What follows belongs to an exercise in optimizing a design on an open flow for small area and a short achievable clock period; a production flow would make more cautious choices.
RTL that was checked went through simulation tests only; none was proved equivalent to the original.
Power is estimated from default activity; no workload was simulated.

==> run Y <==
## DCIM
module DCIM (
    input clk,
    input rst_n,
    input in_valid,
    input [127:0] in_data1,
    input [127:0] in_data2,
    input [127:0] in_data3,
    input [127:0] in_data4,
    output reg out_valid,
    output reg [12:0] O1,
    output reg [12:0] O2,
    output reg [12:0] O3,
    output reg [12:0] O4
);
clock: 2.4 ns
lec_check: 0
cap_margin: 20
core_margin: 2
core_utilization: 75
setup_slack_margin: 0.8
slew_margin: 20
standard.sh (not shown) runs the stock make flow with config.mk's settings and CLKGATE_MAP_FILE= SYNTH_SCRIPT=/design/flow/synth_recipe.tcl, a recipe that flattens the netlist after the stock synthesis.
==> flow/flow/run.sh <==
#!/bin/bash
# Standard ORFS layout with two changes:
#  - SYNTH_ARGS=-noabc: skip the abc -fast inside Yosys's generic synth, so the
#    full adders written in the RTL reach extract_fa in their plain polarity
#    (no inverters around every full adder); the final liberty abc still runs.
#  - port buffers use buf_1.
set -euo pipefail
bash standard.sh SYNTH_ARGS=-noabc "BUFFER_PORTS_ARGS=-buffer_cell sky130_fd_sc_hd__buf_1" finish > flow_make.log 2>&1
==> run Z (differences from run Y) <==
--- a/flow/config.mk
+++ b/flow/config.mk
@@ -7,6 +7,6 @@
 export LEC_CHECK = 0
 export CAP_MARGIN = 20
 export CORE_MARGIN = 2
-export CORE_UTILIZATION = 75
-export SETUP_SLACK_MARGIN = 0.8
+export CORE_UTILIZATION = 40
+export SETUP_SLACK_MARGIN = 1.0
 export SLEW_MARGIN = 20
==> impl_metrics.tcl <==
set metrics [dict create \
    initial_core_util_pct 40.2 \
    cts_setup_buffers 36 \
    met3_usage_pct 2.36 \
    grtUsageMet2_pct 25.0 \
    dpl_cell_area_sq_um 32700 \
    grt_use_total_pct 14.2 \
    place_hpwl_um 41400 \
    rows 98 \
    outcome "timing/DRC/antenna clean" \
    die_w_um 272 \
    grt_max_degree 44 \
    cts_htree_levels 3 \
    place_inst 3110 \
    dp_slack_ps 252 \
    cts_resized 215 \
]
Source of the figures above: run Z

==> impl_metrics.tcl <==
set metrics [dict create \
    toolErrorMsg "[ERROR GRT-0232] Routing congestion too high. Check the congestion heatmap in the GUI." \
    met3_usage_pct 16.6 \
    cts_setup_buffers 29 \
    rows 71 \
    cts_htree_levels 2 \
    outcome "stopped before the end" \
    grt_max_degree 48 \
    grtUsageMet2_pct 79.4 \
    stop_stage "global routing" \
    place_hpwl_um 45300 \
    grt_use_total_pct 48.5 \
    die_w_um 199 \
    dpl_cell_area_sq_um 32000 \
    cts_resized 78 \
    place_inst 2671 \
    dp_slack_ps 172 \
]
Source of the figures above: run Y


========
==> 06-13 <==
Another version of the RTL of DCIM (not shown whole).
export LEC_CHECK = 0
export CAP_MARGIN = 20
export CORE_MARGIN = 2
export CORE_UTILIZATION = 40
export CTS_BUF_LIST = sky130_fd_sc_hd__clkbuf_8
export CTS_CLUSTER_SIZE = 24
export SLEW_MARGIN = 20
create_clock -name core_clock -period 2.4 [get_ports {clk}]
Scripts as last shown in full above: flow/flow/run.sh
==> inputs of 06-09, as changes to 06-13 <==
--- a/flow/config.mk
+++ b/flow/config.mk
@@ -8,6 +8,4 @@
 export CAP_MARGIN = 20
 export CORE_MARGIN = 2
 export CORE_UTILIZATION = 40
-export CTS_BUF_LIST = sky130_fd_sc_hd__clkbuf_8
-export CTS_CLUSTER_SIZE = 24
 export SLEW_MARGIN = 20
==> qor summary <==
quantity	06-13	06-09
Run status	finished clean	finished clean
Detailed router's first-iteration violation count	314	324
Vias in the first global route	17100	16700
Switching part of the total	0.317	0.306
Setup slack on the worst flop-to-flop path	0.30 ns	0.29 ns
Final critical delay including setup and external delays	2.10 ns	2.11 ns
Avg WL per Cell	14.6 microns	14.9 microns
Comb power frac	0.310	0.300
DR WL met2	25600 microns	25600 microns
Area growth syn-to-layout	19.1%	20.2%
Tot GR Track Use	0.138	0.138
Leak Pwr	13.7 nW	13.7 nW
Maximum vdd drop	498 uV	525 uV
Worst Hold Slack	0.112 ns	0.200 ns
Required arrival time at the worst endpoint	2.95 ns	2.86 ns
Power drawn by the combinational cells	0.0131 W	0.0132 W
Proportion of power drawn by the clock network	0.218	0.247
Wire length of the first global-routing pass	81400 microns	81100 microns
Relative contribution of sequential cells to total power	0.472	0.453
Net switching power figure	0.0134 W	0.0135 W
Nets	3419	3385
Final Routed Wirelength	48700 microns	48600 microns
Inserted Clock Buffers	105	71
Function was not checked in any run of this note: the RTL went through the layout flow alone.

==> separate check: timing with driven ports <==
How much do the figures lean on ideal ports? The routed layouts below were timed once more, with nothing changed but the port constraints.
Step 1 sets driving cells, clkbuf_16 on the clock port and buf_2 on the other inputs (assumed; they add their load-dependent delay and slew).
Step 2 moves the port delays by t, midway between the first and last clock arrival at a register: inputs arrive t later, outputs are due t later. That takes back most of the time a late clock gives input paths.
a / b / c = ideal ports / drivers / drivers and shift; a / b = the first two.
run | shift t [ns] | slack for setup (ns) | worst data-port slew with drivers (ns)
run Z | 0.633 | 0.765 / 0.760 / 0.213 | 0.06
06-13 | 0.716 | 0.297 / 0.297 / 0.199 | 0.05
06-09 | 0.637 | 0.288 / 0.288 / 0.202 | 0.05
After both steps setup and hold are still met in every run listed. For run Z, which loses most, drivers alone change the setup slack by -0.005 ns; drivers and shift together by -0.552 ns.
